This design comes from an exercise in tuning for small area, a short achievable clock period and few clock cycles per item on the open sky130 flow, not from production work.
Where RTL was checked, it was by simulation tests only, not by an equivalence proof against the original.

Setup of juniper:
## fir_1
module fir_1(
    input clk,
    input reset_p,
    input [15:0]x,
    input act,
    output reg [15:0]y,
    output ready
    );
    assign ready = 1'b1;
    reg [15:0] h0, h1, h2, h3, h4, h5, h6, h7, h8;
    reg [16:0] p1, p2, p3, p4;
    reg [31:0] rs, rc;
    wire i1;
    wire s2;
    wire c3;
    wire i4;
    wire s5;
    wire c6;
    wire i7;
    wire s8;
    wire c9;
    wire s10;
    wire c11;
    wire s12;
    wire c13;
    wire s14;
    wire c15;
    wire i16;
    wire s17;
    wire c18;
    wire s19;
    wire c20;
    wire s21;
    wire c22;
    wire s23;
    wire c24;
    wire i25;
    wire s26;
    wire c27;
    wire i28;
    wire s29;
    wire c30;
    wire s31;
    wire c32;
    wire s33;
    wire c34;
    wire s35;
    wire c36;
    wire s37;
    wire c38;
    wire s39;
    wire c40;
    wire s41;
    wire c42;
    wire s43;
    wire c44;
    wire s45;
    wire c46;
    wire s47;
    wire c48;
    wire s49;
    wire c50;
    wire s51;
    wire c52;
    wire s53;
    wire c54;
    wire i55;
    wire s56;
    wire c57;
    wire s58;
    wire c59;
    wire s60;
    wire c61;
    wire s62;
    wire c63;
    wire s64;
    wire c65;
    wire s66;
    wire c67;
    wire s68;
    wire c69;
    wire i70;
    wire s71;
    wire c72;
    wire s73;
    wire c74;
    wire i75;
    wire s76;
    wire c77;
    wire i78;
    wire s79;
    wire c80;
    wire s81;
    wire c82;
    wire s83;
    wire c84;
    wire s85;
    wire c86;
    wire s87;
    wire c88;
    wire s89;
    wire c90;
    wire s91;
    wire c92;
    wire i93;
    wire s94;
    wire c95;
    wire s96;
    wire c97;
    wire s98;
    wire c99;
    wire s100;
    wire c101;
    wire i102;
    wire s103;
    wire c104;
    wire s105;
    wire c106;
    wire s107;
    wire c108;
    wire s109;
    wire c110;
  ...
Size in the first run: about 1800 cells after synthesis, roughly 280 flip-flops, roughly 36 I/O pins.
clock: 10.0 ns
lec_check: 0
cap_margin: 20
core_margin: 2
core_utilization: 40
cts_buf_list: sky130_fd_sc_hd__clkbuf_4 sky130_fd_sc_hd__clkbuf_8
setup_slack_margin: 5
slew_margin: 20
synth_hierarchical: 1
synth_minimum_keep_size: 0
run.sh (not shown) runs the stock make flow with config.mk's settings and CLKGATE_MAP_FILE= SYNTH_SCRIPT=/design/flow/synth_recipe.tcl, a recipe that flattens the netlist after the stock synthesis.
juniper closes out successfully: all stages finished, all timing, DRC and antenna checks passed.
Testbench counts of juniper, summed over its fixed seeds: cycles 3,200, items 3,200.
diff inputs: juniper => sierra
# juniper
export LEC_CHECK = 0
export CAP_MARGIN = 20
export CORE_MARGIN = 2
export CORE_UTILIZATION = 40
export CTS_BUF_LIST = sky130_fd_sc_hd__clkbuf_4 sky130_fd_sc_hd__clkbuf_8
export SETUP_SLACK_MARGIN = 5
export SLEW_MARGIN = 20
export SYNTH_HIERARCHICAL = 1
export SYNTH_MINIMUM_KEEP_SIZE = 0
create_clock -name core_clock -period 10.0 [get_ports {clk}]
# sierra
export LEC_CHECK = 0
export CAP_MARGIN = 20
export CORE_MARGIN = 2
export CORE_UTILIZATION = 40
export SETUP_SLACK_MARGIN = 5
export SLEW_MARGIN = 20
export SYNTH_HIERARCHICAL = 1
export SYNTH_MINIMUM_KEEP_SIZE = 0
create_clock -name core_clock -period 10.0 [get_ports {clk}]
## What came out
The run showing the greater relative area of clock buffers and inverters in the final design is juniper. | slew at the pin with the worst max-slew slack | sierra vs juniper | 0.0040 ns lower |. Summary: worst setup slack, sierra better than juniper. sierra went all the way through synthesis, placement and routing and the layout is clean on timing, DRC and antenna. When the final numbers for sierra and juniper were put side by side, the fraction of area in multi-input gates turned out to be greater in sierra. Taking juniper as 1.0, sierra lands at 1.3 on post-cts repair resize count. Area of the mapped netlist essentially unchanged between sierra and juniper.

========
Another version of the RTL of fir_1 (not shown whole).
Size: roughly 2500 cells after synthesis, roughly 280 flip-flops.
Settings: LEC_CHECK=0, ABC_AREA=1, CAP_MARGIN=20, CORE_MARGIN=2, CORE_UTILIZATION=40, CTS_CLUSTER_DIAMETER=80, CTS_CLUSTER_SIZE=30, SETUP_SLACK_MARGIN=5, SLEW_MARGIN=20, SYNTH_HIERARCHICAL=1, SYNTH_MINIMUM_KEEP_SIZE=0; clock period 10.0 ns.
Testbench counts at the start, summed over its fixed seeds: cycles 3,200, items 3,200.
==> next run, changes <==
Settings changed: CTS_BUF_LIST from default to sky130_fd_sc_hd__clkbuf_16, CTS_CLUSTER_DIAMETER 80 to 120, CTS_CLUSTER_SIZE 30 to 26.
Clock skew climbs by 0.0057 ns.
Area after synthesis is unchanged.
Worst hold slack stays flat.
==> next run, changes <==
Settings changed: CTS_BUF_LIST sky130_fd_sc_hd__clkbuf_16 to default, CTS_CLUSTER_DIAMETER 120 to default, CTS_CLUSTER_SIZE 26 to default.
Effect: Cell count is higher slightly. First-iteration DRC count came out higher by a few percent. Area after synthesis does not change. Wire length came out higher slightly. Die area stays the same.
==> next run, changes <==
Settings changed: CTS_BUF_LIST from default to sky130_fd_sc_hd__clkbuf_16, CTS_CLUSTER_DIAMETER from default to 100, CTS_CLUSTER_SIZE from default to 20.
The new run produced a clean layout.
Wire length is about the same.
Via count goes down by 0.71%.
Final area decreases by 1.9%.
Maximum frequency went down by 0.62%.
Register-to-register slack gets worse by 0.03 ns.
==> next run, changes <==
==> flow/flow/run.sh (new file) <==
#!/bin/bash
set -euo pipefail
bash standard.sh SETUP_SLACK_MARGIN=5.6 finish > standard.log 2>&1
==> flow/standard.sh (new file) <==
#!/bin/bash
# synth_recipe.tcl (not shown) runs the flow's synth.tcl, then flattens the netlist and writes it again
# the make line also repeats each setting of config.mk as NAME=value (left out here)
make -C /OpenROAD-flow-scripts/flow DESIGN_CONFIG=/design/flow/config.mk WORK_HOME=/design/flow/orfs CLKGATE_MAP_FILE= SYNTH_SCRIPT=/design/flow/synth_recipe.tcl "${@:-finish}"
Settings changed: CTS_CLUSTER_DIAMETER 100 to 150, SETUP_SLACK_MARGIN 5 to default.
removed: flow/run.sh
Outcome: Worst hold slack hardly moves. Cell area rises by a few percent. Core utilization rose by 1.4 points. Global-route usage is higher by 0.46 points. Via count climbs by a few percent.
==> next run, changes <==
==> flow/run.sh (new file) <==
#!/bin/bash
# synth_recipe.tcl (not shown) runs the flow's synth.tcl, then flattens the netlist and writes it again
# the make line also repeats each setting of config.mk as NAME=value (left out here)
make -C /OpenROAD-flow-scripts/flow DESIGN_CONFIG=/design/flow/config.mk WORK_HOME=/design/flow/orfs CLKGATE_MAP_FILE= SYNTH_SCRIPT=/design/flow/synth_recipe.tcl finish
Settings changed: SETUP_SLACK_MARGIN from default to 5.
removed: flow/flow/run.sh
removed: flow/standard.sh
=>
- wire length is lower by 2.0%
- final area is lower by 3.7%
- area after synthesis stays the same
- clock skew is lower by 0.0043 ns
- sequential cell count does not change

========
fir_1, a different RTL version from the one above (not shown whole).
Size in the first run: roughly 2500 cells after synthesis, roughly 300 flip-flops.
Design fir_1, start of the top module:
module fir_1(
    input clk,
    input reset_p,
    input [15:0]x,
    input act,
    output reg [15:0]y,
    output ready
    );
clock: 10.0 ns
lec_check: 0
abc_area: 1
cap_margin: 20
core_margin: 2
core_utilization: 40
cts_buf_list: sky130_fd_sc_hd__clkbuf_16
cts_cluster_diameter: 150
cts_cluster_size: 20
slew_margin: 20
synth_hierarchical: 1
synth_minimum_keep_size: 0
standard.sh (not shown) runs the stock make flow with config.mk's settings and CLKGATE_MAP_FILE= SYNTH_SCRIPT=/design/flow/synth_recipe.tcl, a recipe that flattens the netlist after the stock synthesis.
==> flow/flow/run.sh <==
#!/bin/bash
set -euo pipefail
bash standard.sh SETUP_SLACK_MARGIN=6.0 finish > standard.log 2>&1
Rerun with:
==> flow/flow/run.sh (replaced) <==
#!/bin/bash
set -euo pipefail
bash standard.sh SETUP_SLACK_MARGIN=6.4 finish > standard.log 2>&1
Result: The changed run finished with timing, DRC and antenna clean. Core utilization is higher by 0.33 points. Routed wire length is higher by 0.38%.
No functional check of the RTL was part of any run of this note.

========
fir_1, a different RTL version from the one above (not shown whole).
Size in the first run: roughly 1,700 cells after synthesis, ~23,000 sq um of cells after synthesis.
==> flow/config.mk <==
export PLATFORM = sky130hd
export DESIGN_NAME = fir_1
export DESIGN_NICKNAME = fir_1
export VERILOG_FILES = /design/flow/design.v
export SDC_FILE = /design/flow/constraint.sdc
export NUM_CORES = 4
export LEC_CHECK = 0
export CAP_MARGIN = 20
export CORE_MARGIN = 2
export CORE_UTILIZATION = 40
export SETUP_SLACK_MARGIN = 3
export SLEW_MARGIN = 20
export SYNTH_HIERARCHICAL = 1
export SYNTH_MINIMUM_KEEP_SIZE = 0
==> flow/constraint.sdc <==
create_clock -name core_clock -period 10.0 [get_ports {clk}]
set_input_delay 2.0000 -clock core_clock [delete_from_list [all_inputs] [get_ports {clk}]]
set_output_delay 2.0000 -clock core_clock [all_outputs]
set_load 0.01 [all_outputs]
run.sh (not shown) runs the stock make flow with config.mk's settings and CLKGATE_MAP_FILE= SYNTH_SCRIPT=/design/flow/synth_recipe.tcl, a recipe that flattens the netlist after the stock synthesis.
Stock flow here: none of the scripts above is used.
The first run passed the timing, DRC and antenna checks.
Then changed:
Settings changed: SETUP_SLACK_MARGIN 3 to 5.
Outcome:
- The new run went through all stages and came out clean
- critical path depth is unchanged
- maximum frequency rises by 13%
- sequential cell count stays the same
Then changed:
Settings changed: SETUP_SLACK_MARGIN 5 to not set, SYNTH_HIERARCHICAL 1 to not set, SYNTH_MINIMUM_KEEP_SIZE 0 to not set.
Outcome: Maximum frequency shrinks by roughly a tenth; routed wire length shrinks slightly; via count grows by a few percent.
No functional check of the RTL was part of any run of this note.

========
fir_1, a different RTL version from the one above (not shown whole).
Size: ~2600 cells after synthesis, about 36 I/O pins, about 27000 µm² of cells after synthesis.
// fir_1
module fir_1(
    input clk,
    input reset_p,
    input [15:0]x,
    input act,
    output reg [15:0]y,
    output ready
    );
    assign ready = 1'b1;
    reg [15:0] h0, h1, h2, h3, h4, h5, h6, h7, h8;
    reg [16:0] p2, p3, p4;
    reg [31:0] rs, rc, qs, qc;
    wire s1;
    wire c2;
    wire s3;
    wire c4;
    wire s5;
    wire c6;
    wire s7;
    wire c8;
    wire s9;
    wire c10;
    wire s11;
    wire c12;
    wire s13;
    wire c14;
    wire s15;
    wire c16;
    wire s17;
    wire c18;
    wire s19;
    wire c20;
    wire s21;
    wire c22;
    wire s23;
    wire c24;
    wire s25;
    wire c26;
    wire s27;
    wire c28;
    wire i29;
    wire s30;
    wire c31;
    wire s32;
    wire c33;
    wire s34;
    wire c35;
    wire s36;
    wire c37;
    wire s38;
    wire c39;
    wire s40;
    wire c41;
    wire s42;
    wire c43;
    wire s44;
    wire c45;
    wire s46;
    wire c47;
    wire s48;
    wire c49;
    wire s50;
    wire c51;
    wire s52;
    wire c53;
    wire s54;
    wire c55;
    wire s56;
    wire c57;
    wire s58;
    wire c59;
    wire i60;
    wire s61;
    wire c62;
    wire s63;
    wire c64;
    wire s65;
    wire c66;
    wire s67;
    wire c68;
    wire s69;
    wire c70;
    wire s71;
    wire c72;
    wire s73;
    wire c74;
    wire s75;
    wire c76;
    wire s77;
    wire c78;
    wire i79;
    wire s80;
    wire c81;
    wire s82;
    wire c83;
    wire s84;
    wire c85;
    wire s86;
    wire c87;
    wire s88;
    wire c89;
    wire s90;
    wire c91;
    wire s92;
    wire c93;
    wire s94;
    wire c95;
    wire s96;
    wire c97;
    wire s98;
    wire c99;
    wire s100;
    wire c101;
    wire s102;
    wire c103;
    wire s104;
    wire c105;
    wire s106;
    wire c107;
    wire s108;
    wire c109;
    wire s110;
    wire c111;
    wire s112;
    wire c113;
    wire s114;
    wire c115;
    wire s116;
    wire c117;
    wire i118;
    wire s119;
    wire c120;
    wire s121;
    wire c122;
    wire s123;
    wire c124;
    wire s125;
    wire c126;
    wire s127;
    wire c128;
    wire s129;
    wire c130;
    wire s131;
    wire c132;
    wire s133;
    wire c134;
    wire s135;
    wire c136;
    wire s137;
    wire c138;
    wire s139;
    wire c140;
    wire s141;
    wire c142;
  ...
==> flow/config.mk <==
export PLATFORM = sky130hd
export DESIGN_NAME = fir_1
export DESIGN_NICKNAME = fir_1
export VERILOG_FILES = /design/flow/design.v
export SDC_FILE = /design/flow/constraint.sdc
export NUM_CORES = 4
export LEC_CHECK = 0
export ABC_AREA = 1
export CAP_MARGIN = 20
export CORE_MARGIN = 2
export CORE_UTILIZATION = 40
export CTS_BUF_LIST = sky130_fd_sc_hd__clkbuf_16
export CTS_CLUSTER_DIAMETER = 150
export CTS_CLUSTER_SIZE = 20
export SLEW_MARGIN = 20
export SYNTH_HIERARCHICAL = 1
export SYNTH_MINIMUM_KEEP_SIZE = 0
==> flow/constraint.sdc <==
create_clock -name core_clock -period 10.0 [get_ports {clk}]
set_input_delay 2.0000 -clock core_clock [delete_from_list [all_inputs] [get_ports {clk}]]
set_output_delay 2.0000 -clock core_clock [all_outputs]
set_load 0.01 [all_outputs]
standard.sh (not shown) runs the stock make flow with config.mk's settings and CLKGATE_MAP_FILE= SYNTH_SCRIPT=/design/flow/synth_recipe.tcl, a recipe that flattens the netlist after the stock synthesis.
==> flow/flow/run.sh <==
#!/bin/bash
set -euo pipefail
bash standard.sh SETUP_SLACK_MARGIN=6.0 finish > standard.log 2>&1
The first run completed without violations.
Next try:
==> flow/flow/run.sh (replaced) <==
#!/bin/bash
set -euo pipefail
bash standard.sh SETUP_SLACK_MARGIN=5.6 finish > standard.log 2>&1
What happened: Area after synthesis is unchanged. Non-clock buffer count is lower by 25. First-iteration DRC count decreases by 8.9%. Fmax rose by about 1%. Core utilization fell by 0.89 points.
No functional check of the RTL was part of any run of this note.

========
Setup of run A:
fir_1 with an RTL version that a note above also has.
For scale: about 1,800 cells after synthesis, about 280 flip-flops, ~0.023 mm2 of cells after synthesis.
Design fir_1, start of the top module:
module fir_1(
    input clk,
    input reset_p,
    input [15:0]x,
    input act,
    output reg [15:0]y,
    output ready
    );
    assign ready = 1'b1;
    reg [15:0] h0, h1, h2, h3, h4, h5, h6, h7, h8;
    reg [16:0] p1, p2, p3, p4;
    reg [31:0] rs, rc;
    wire i1;
    wire s2;
    wire c3;
    wire i4;
    wire s5;
    wire c6;
    wire i7;
    wire s8;
    wire c9;
    wire s10;
    wire c11;
    wire s12;
    wire c13;
    wire s14;
    wire c15;
    wire i16;
    wire s17;
    wire c18;
    wire s19;
    wire c20;
    wire s21;
    wire c22;
    wire s23;
    wire c24;
    wire i25;
    wire s26;
    wire c27;
    wire i28;
    wire s29;
    wire c30;
    wire s31;
    wire c32;
    wire s33;
    wire c34;
    wire s35;
    wire c36;
    wire s37;
    wire c38;
    wire s39;
    wire c40;
    wire s41;
    wire c42;
    wire s43;
    wire c44;
    wire s45;
    wire c46;
    wire s47;
    wire c48;
    wire s49;
    wire c50;
    wire s51;
    wire c52;
    wire s53;
    wire c54;
    wire i55;
    wire s56;
    wire c57;
    wire s58;
    wire c59;
    wire s60;
    wire c61;
    wire s62;
    wire c63;
    wire s64;
    wire c65;
    wire s66;
    wire c67;
    wire s68;
    wire c69;
    wire i70;
    wire s71;
    wire c72;
    wire s73;
    wire c74;
    wire i75;
    wire s76;
    wire c77;
    wire i78;
    wire s79;
    wire c80;
    wire s81;
    wire c82;
    wire s83;
    wire c84;
    wire s85;
    wire c86;
    wire s87;
    wire c88;
    wire s89;
    wire c90;
    wire s91;
    wire c92;
    wire i93;
    wire s94;
    wire c95;
    wire s96;
    wire c97;
    wire s98;
    wire c99;
    wire s100;
    wire c101;
    wire i102;
    wire s103;
    wire c104;
    wire s105;
    wire c106;
    wire s107;
    wire c108;
    wire s109;
    wire c110;
    wire s111;
    wire c112;
    wire s113;
    wire c114;
    wire s115;
    wire c116;
    wire i117;
  ...
make LEC_CHECK=0 CAP_MARGIN=20 CORE_MARGIN=2 CORE_UTILIZATION=55 SETUP_SLACK_MARGIN=5 SLEW_MARGIN=20 SYNTH_HIERARCHICAL=1 SYNTH_MINIMUM_KEEP_SIZE=0 finish   # period 10.0 ns
run.sh (not shown) runs the stock make flow with config.mk's settings and CLKGATE_MAP_FILE= SYNTH_SCRIPT=/design/flow/synth_recipe.tcl, a recipe that flattens the netlist after the stock synthesis.
Stock flow here: none of the scripts above is used.
Testbench counts of run A, summed over its fixed seeds: cycles 3,200, items 3,200.
### run A -> run B
- ABC_AREA: unset -> 1
[summary]
- Run B ends up with higher number of instances in the synthesized netlist than run A does.
- Looking at worst setup slack, run B sits above run A.
- Lower instance count on the critical path among run A and run B: run A
For run C, these inputs were changed with respect to run B:
- SETUP_SLACK_MARGIN no longer set, was 5
- CORE_UTILIZATION now 40, was 55
==> flow/flow/run.sh (new file) <==
#!/bin/bash
set -euo pipefail
bash standard.sh SETUP_SLACK_MARGIN=6.5 finish > standard.log 2>&1
==> flow/standard.sh (new file) <==
#!/bin/bash
# synth_recipe.tcl (not shown) runs the flow's synth.tcl, then flattens the netlist and writes it again
# the make line also repeats each setting of config.mk as NAME=value (left out here)
make -C /OpenROAD-flow-scripts/flow DESIGN_CONFIG=/design/flow/config.mk WORK_HOME=/design/flow/orfs CLKGATE_MAP_FILE= SYNTH_SCRIPT=/design/flow/synth_recipe.tcl "${@:-finish}"
removed: flow/run.sh
## What came out
- Against run B, the final cell area of run C is higher.
- Run comparison: run C end of the critical path y[8]; run B end of the critical path y[13]
- Comparing run C and run B, total of fill cells in the finished design is lower on run B.
- Clock-buffer cell count for run C is higher than for run B.
- As far as final period utilization is concerned, run B and run C perform about the same.
- Higher wire length among run C and run B: run C

## what the ideal ports hide
Ports are ideal in the flow. The routed layouts listed here were re-timed in OpenROAD. Step 1 sets driving cells, clkbuf_16 on the clock port and buf_2 on the other inputs (assumed; they add their load-dependent delay and slew). Step 2 also shifts input and output timing later by t, the mid clock arrival at the registers, as if the neighbouring blocks saw the same clock. Slacks: no drivers / after step 1 / after step 2; pairs: no drivers / after step 1.
run	t (ns)	setup slack, ns	hold slack, ns	clock arrival spread, ns	cell pins on the clock port's net
juniper	0.695	4.758 / 4.758 / 4.095	0.476 / 0.476 / 0.476	0.038 / 0.037	1
sierra	0.657	4.787 / 4.787 / 4.183	0.482 / 0.482 / 0.482	0.012 / 0.012	1
the first run of note 2	0.620	5.141 / 5.141 / 4.700	0.475 / 0.475 / 0.475	0.028 / 0.028	1
the second run of note 2	0.600	5.127 / 5.127 / 4.661	0.477 / 0.477 / 0.477	0.027 / 0.028	1
the third run of note 2	0.617	5.168 / 5.168 / 4.705	0.469 / 0.469 / 0.469	0.016 / 0.016	1
the fourth run of note 2	0.609	5.138 / 5.138 / 4.705	0.474 / 0.474 / 0.474	0.027 / 0.026	1
the fifth run of note 2	0.589	5.185 / 5.185 / 4.686	0.476 / 0.476 / 0.476	0.045 / 0.045	1
the sixth run of note 2	0.603	5.151 / 5.151 / 4.691	0.475 / 0.475 / 0.475	0.041 / 0.041	1
the first run of note 3	0.609	5.616 / 5.616 / 5.271	0.475 / 0.475 / 0.475	0.032 / 0.033	1
the second run of note 3	0.605	5.627 / 5.627 / 5.297	0.476 / 0.476 / 0.476	0.044 / 0.043	1
the first run of note 4	0.644	4.012 / 4.045 / 3.401	0.470 / 0.470 / 0.470	0.019 / 0.020	1
the second run of note 4	0.647	4.699 / 4.699 / 4.124	0.488 / 0.488 / 0.488	0.037 / 0.037	1
the third run of note 4	0.657	3.866 / 3.866 / 3.302	0.476 / 0.476 / 0.476	0.038 / 0.038	1
the first run of note 5	0.600	5.546 / 5.546 / 5.094	0.470 / 0.470 / 0.470	0.024 / 0.024	1
the second run of note 5	0.599	5.593 / 5.593 / 5.148	0.468 / 0.468 / 0.468	0.037 / 0.037	1
run A	0.590	4.737 / 4.764 / 4.182	0.477 / 0.477 / 0.477	0.018 / 0.018	1
run B	0.611	5.126 / 5.153 / 4.552	0.477 / 0.477 / 0.477	0.034 / 0.035	1
run C	0.612	5.133 / 5.129 / 4.517	0.468 / 0.468 / 0.468	0.032 / 0.032	1
After both steps setup and hold are still met in every run listed. For juniper, which loses most, drivers alone change the setup slack by 0.000 ns; drivers and shift together by -0.663 ns.
